What follows belongs to an exercise in optimizing a design on an open flow for small area; a production flow would make more cautious choices.
In this exercise RTL edits were held to simulation tests only and were not proved equivalent to the original.

==> flow/design.v (outline; a module is shown in full before it is edited, if it fits) <==
// module cordic_fa: 6 lines
// module cordic_ha: 6 lines
// module cordic_cct: 6 lines
// module cordic_cci: 6 lines
// module cordic_pipelined: 1957 lines
module cordic_pipelined(clk, z0, xn, yn);
  // ...
==> flow/flow/run.sh <==
#!/bin/bash
# The standard layout (standard.sh: ORFS from synthesis through finish), with two changes:
#  - the input/output port buffers are made from the smallest buffer cell;
#  - synthesis maps the logic with an area-oriented ABC script (flow/abc_area_map.script)
#    in place of ORFS's abc_speed.script. Everything else in synthesis is ORFS's own
#    (run from a copy of ORFS's scripts folder in which only that one file differs).
set -e
rm -rf orfs_scripts
cp -r "$FLOW_HOME/scripts" orfs_scripts
cp flow/abc_area_map.script orfs_scripts/abc_speed.script
export SCRIPTS_DIR="$PWD/orfs_scripts"
export BUFFER_PORTS_ARGS="-buffer_cell sky130_fd_sc_hd__buf_1"
cp standard.sh standard_sh.txt
bash standard.sh > standard.log 2>&1
==> flow/flow/abc_area_map.script <==
strash
dch
map -a
strash
dch
map -a
topo
stime -c
dnsize -c
==> flow/standard.sh <==
#!/bin/bash
# synth_recipe.tcl (not shown) runs the flow's synth.tcl, then flattens the netlist and writes it again
# the make line also repeats each setting of config.mk as NAME=value (left out here)
make -C /OpenROAD-flow-scripts/flow DESIGN_CONFIG=/design/flow/config.mk WORK_HOME=/design/flow/orfs CLKGATE_MAP_FILE= SYNTH_SCRIPT=/design/flow/synth_recipe.tcl "${@:-finish}"
==> flow/config.mk <==
export PLATFORM = sky130hd
export DESIGN_NAME = cordic_pipelined
export DESIGN_NICKNAME = cordic_pipelined
export VERILOG_FILES = /design/flow/design.v
export SDC_FILE = /design/flow/constraint.sdc
export NUM_CORES = 4
export LEC_CHECK = 0
export CAP_MARGIN = 20
export CORE_MARGIN = 2
export CORE_UTILIZATION = 60
export CTS_BUF_LIST = sky130_fd_sc_hd__clkbuf_8
export CTS_CLUSTER_DIAMETER = 100
export CTS_CLUSTER_SIZE = 18
export SLEW_MARGIN = 20
export SYNTH_HIERARCHICAL = 1
==> flow/constraint.sdc <==
create_clock -name core_clock -period 5.0 [get_ports {clk}]
set_input_delay 1.0000 -clock core_clock [delete_from_list [all_inputs] [get_ports {clk}]]
set_output_delay 1.0000 -clock core_clock [all_outputs]
set_load 0.01 [all_outputs]
==> reports/qor.yml, run 1 <==
outcome: "finished clean"
top_register: "z1_r1"
startpoint_type: "flop"
ys_seq_area_share_pct: 41.8
r2r_end: "ax9_s11_p10"
worst_pin_slew_ps: 829
cts.repair.resized: 1
fin_cells: 1596
dr_wl_met3_um: 713
final_cell_mix: "dfxtp_1 (283), fa_1 (177), clkinv_1 (123)"
fin_tns_setup_ps: 0
maxCapViolCount: 0
largest_class: "multi-input combinational cells"
multi_input_gates: 733
fin_util_pct: 67.7
dieWidth_um: 157
setup_viol: 0
syn_area_per_cell_um2: 12.1
ant_nets: 0
wl_met2_um: 13800
area_growth_pct: 9.73
htreeDepth: 1
via_count: 7825
routed_wl_um: 24700
reg2reg_slack_ps: 170
hold_class: "reg2reg"
coreArea_um2: 22800
clkbuf_count: 21
finClkSkew_ps: 25.0
place_area_um2: 15000
synthAdderAreaFrac_pct: 33.6
cts_made_buffers: 20
viasPerCell: 4.90
largest_reg_flops: 11
synthSimpleGateAreaFrac_pct: 4.48
syn-instance-count: 1161
async_flop_share_pct: 0
==> run 2, diff against run 1 <==
==> flow/flow/abc_area_map.script (replaced) <==
strash
dch
map -a
strash
dch
map -a
topo
stime -c
buffer -c
upsize -c
dnsize -c
==> run 2 against run 1 <==
Compared with the run above:
- worst hold slack worse by 1.3 ps
- routed wire length is 7.7% higher
- still clean on timing, DRC and antenna
- highest routed layer unchanged
- die area is 1.6% higher
- core utilization is 1.9 points lower
- global-route usage is 1.4 points higher
- sequential share of layout area hardly changed
- clock skew is 12 ps higher
==> reports/qor.yml, run 2 <==
fin_tns_setup_ps: 0  # unchanged
syn-instance-count: 1184  # was 1161
synth_ff_type: "dfxtp_1"  # unchanged
reg2reg_slack_ps: 170  # about the same
slew_headroom_pct: 47.2  # was 44.6%
dieWidth_um: 158  # was 157 um
synth_warnings: 7  # unchanged
syn_area_per_cell_um2: 12.1  # about the same
area_growth_pct: 7.91  # was 9.73%
final_cell_mix: "dfxtp_1 (288), fa_1 (182), inv_1 (120)"  # was dfxtp_1 (283), fa_1 (177), clkinv_1 (123)
drt-initial-drc-count: 258  # was 264
max_clock_freq_mhz: 207  # about the same
fp-row-count: 56  # was 55
holdPathStages: 0  # unchanged
die_area_um2: 25000  # was 24700 um^2
grt_usage_pct: 22.4  # was 21.0%
drcViolationCount: 0  # unchanged
cp_top_family: "adder cells"  # unchanged
cp.arrival_ps: 5240  # about the same
yosysMostFrequentCell: "dfxtp_1"  # unchanged
async_flop_share_pct: 0  # unchanged
synth_top_area_share_pct: 41.1  # was 41.8%
pin_count: 50  # unchanged
clkSinkCount: 293  # unchanged
hold_slack_ps: 329  # was 330 ps
diodes: 0  # unchanged
path_class: "reg2reg"  # unchanged
antenna_found_initial: 0  # unchanged
setup_viol: 0  # unchanged
grt_pass1_wl_um: 42500  # was 39800 um
syn_area_um2: 14300  # was 14000 um^2
viasPerCell: 4.95  # was 4.90
cp_max_fo: 2  # unchanged
cp.depth: 11  # unchanged
end_kind: "flop"  # unchanged
clockBufferDepth: 3  # unchanged
finalCritPeriodShare_pct: 96.6  # about the same
via_count: 7863  # was 7825
drt_pass1_iterations: 5  # was 4
slowest_stage: "fa_1"  # unchanged
routed_wl_um: 26700  # was 24700 um
fin_util_pct: 65.8  # was 67.7%
ys_seq_area_share_pct: 41.1  # was 41.8%
path_common_cell: "fa_1"  # unchanged
finClkSkew_ps: 37.0  # was 25.0 ps
maxCapViolCount: 0  # unchanged
portBuffers: 49  # unchanged
min_to: "d9_p8"  # was d1_p4
r2r_end: "ay7_s11_p8"  # was ax9_s11_p10
nets: 1552  # was 1563
clk_transition_reported_paths_ps: 110  # was 100 ps
largest_reg_flops: 11  # unchanged
reg2reg_depth: 11  # unchanged
die_height_um: 158  # was 157 um
grt_max_degree: 28  # unchanged
clockRootBuffer: "clkbuf_8"  # unchanged
synth_fp_nets: 1465  # was 1442
min_period_ps: 4830  # about the same
synth.area.top_cells: "dfxtp_1 (41%), fa_1 (26%), xor2_1 (7.5%)"  # was dfxtp_1 (42%), fa_1 (26%), xor2_1 (7.7%)
min_from: "d9_p7"  # was d_r3[1]
reg_top3: "z1_r1 (11), z3_r2 (9)"  # unchanged
coreArea_um2: 23400  # was 22800 um^2
yosysUniqueCellTypes: 47  # was 34
yosys_register_bits: 293  # unchanged
hold_buffers: 0  # unchanged
startpoint_type: "flop"  # unchanged
top_register: "z1_r1"  # unchanged
grt_pass1_vias: 8273  # was 8157
cp.required_ps: 5410  # about the same
rsz0062_at_grt: "false"
synth_enable_flop_cells: 0  # unchanged
critical-path-max-stage-delay_ps: 570  # was 470 ps
setup_ws_ps: 171  # about the same
drive_above_1_share_pct: 8.34  # was 8.57%
ant_nets: 0  # unchanged
n_fill_cell: 1898  # was 1778
dp_hpwl_um: 22000  # was 20400 um
insertion_delay_ps: 540  # was 530 ps
cts_tree: "yes"  # unchanged
htreeDepth: 1  # unchanged
finalHoldViolations: 0  # unchanged
outcome: "finished clean"  # unchanged
cp_num_buf_inv: 1  # was 0
wl_per_cell_um: 16.8  # was 15.5 um
cts_made_buffers: 20  # unchanged
timing.rr.start: "yt6_16_p7"  # was e8_92_p9
start_util_pct: 61.0  # was 61.7%
slew_violations: 0  # unchanged
final_common_cell: "dfxtp_1"  # unchanged
worst_pin_slew_ps: 789  # was 829 ps
cp_cell_sequence: "fa_1 -> inv_1 -> fa_1 -> fa_1 -> fa_1 -> fa_1 -> fa_1 -> fa_1 -> fa_1 -> fa_1 -> fa_1"  # was xor2_1 -> fa_1 -> fa_1 -> fa_1 -> fa_1 -> fa_1 -> fa_1 -> fa_1 -> fa_1 -> fa_1 -> fa_1
hold_class: "reg2reg"  # unchanged
yosys-top-cells-count: "dfxtp_1 (293), fa_1 (183), xor2_1 (123)"  # was dfxtp_1 (293), fa_1 (183), clkinv_1 (126)
yosysTopAreaCell: "dfxtp_1"  # unchanged
grt-ovfl-total: 0  # unchanged
pre_cts_ws_ps: 65.0  # was 17.7 ps
place_congestion: 0.947  # was 0.932
[run 2: cell count changes after synthesis, sizes merged]
cell    change
clkinv    -126
inv       +126
clkbuf      +5
buf        +18
[run 2: layer usage]
metal / vias to the layer above / share of wire, % / track usage [%]
li1: 3888 / - / -
met1: 3772 / 38 / 24.1
met2: 156 / 55 / 43.5
met3: 47 / 3.6 / 3.23
met4: 0 / 4.1 / 9.35
met5: - / 0 / 0
[run 2: worst register-to-register path: stages (launching register included)]
cell and delay (ps):
dfxtp_1 360, fa_1 570, inv_1 80, fa_1 450, fa_1 420, fa_1 400, fa_1 390, fa_1 390
fa_1 410, fa_1 410, fa_1 400, fa_1 430
[run 2: final cells by class]
class	instances	area [um^2]	area share, %
flip-flops and latches	293	5870	38.1
repair buffers	97	577	3.75
clock buffers	20	275	1.79
multi-input cells	733	7760	50.4
clock inverters	2	25.0	0.163
well taps	319	399	2.59
inverters	126	485	3.15
[run 2: logic make-up (layout without fill, tap and decap cells)]
logic type / Yosys count / count (layout) / share of synthesized area (%)
buffers and inverters: 158 / 245 / 4.83
AO/OA/AOI/OAI: 153 / 153 / 6.55
adder cells (fa/ha/maj): 267 / 267 / 33.0
AND/OR/NAND/NOR: 153 / 153 / 4.66
flip-flops: 293 / 293 / 41.1
XOR/XNOR: 160 / 160 / 9.82
[run 2: metrics by stage]
stage,cells,cell area [um^2]
4_1_cts,1589,15300
3_5_place_dp,1567,15000
2_1_floorplan,1184,14300
5_1_grt,1590,15400
3_3_place_gp,1567,15000
6_report,1590,15400
[run 2: how the worst max path moves through the flow]
stage | start | to | slack [ps]
floorplan | f_p6 | ay6_s10_p7 | 40
global placement | d8_p8 | ay8_s12_p9 | 90
detailed placement | d8_p8 | ax9_s1_p9 | 60
CTS | xi9_17_p10 | yn[17] | 4
global route | d9_p10 | yn[17] | 2
finish | yt6_16_p7 | ay7_s11_p8 | 170
[run 2: per-module statistics from Yosys (local to each module, per instance)]
module,times used,cells,area [um^2]
cordic_fa,180,1,20.0
cordic_pipelined,1,1004,10700
[run 2: timing repair]
item                       in CTS  in global routing
setup endpoints to repair       0                 15
gates resized for setup         0                 21
setup buffers                   0                  1

separate check: timing with driven ports:
In the flow no input, the clock included, has a driving cell. The finished layouts below were timed again as built, in two steps.
Step 1 (the two cells are an assumption about what drives the block):
set clk [get_ports {clk}]
set_driving_cell -lib_cell sky130_fd_sc_hd__clkbuf_16 $clk
set_driving_cell -lib_cell sky130_fd_sc_hd__buf_2 [delete_from_list [all_inputs] $clk]
Step 2 moves the port delays by t, midway between the first and last clock arrival at a register: inputs arrive t later, outputs are due t later. That takes back most of the time a late clock gives input paths.
Slacks: ideal ports / drivers / drivers and shift; pairs: ideal ports / drivers.
| run | t, ns | setup WS [ns] | worst setup path at the end | latest minus earliest clock arrival (ns) | pins driven straight from the clock port |
|---|---|---|---|---|---|
| run 1 | 0.561 | 0.171 / 0.171 / 0.171 | register to register | 0.026 / 0.026 | 1 |
| run 2 | 0.567 | 0.171 / 0.171 / 0.171 | register to register | 0.037 / 0.038 | 1 |
After both steps setup and hold are still met in every run listed.
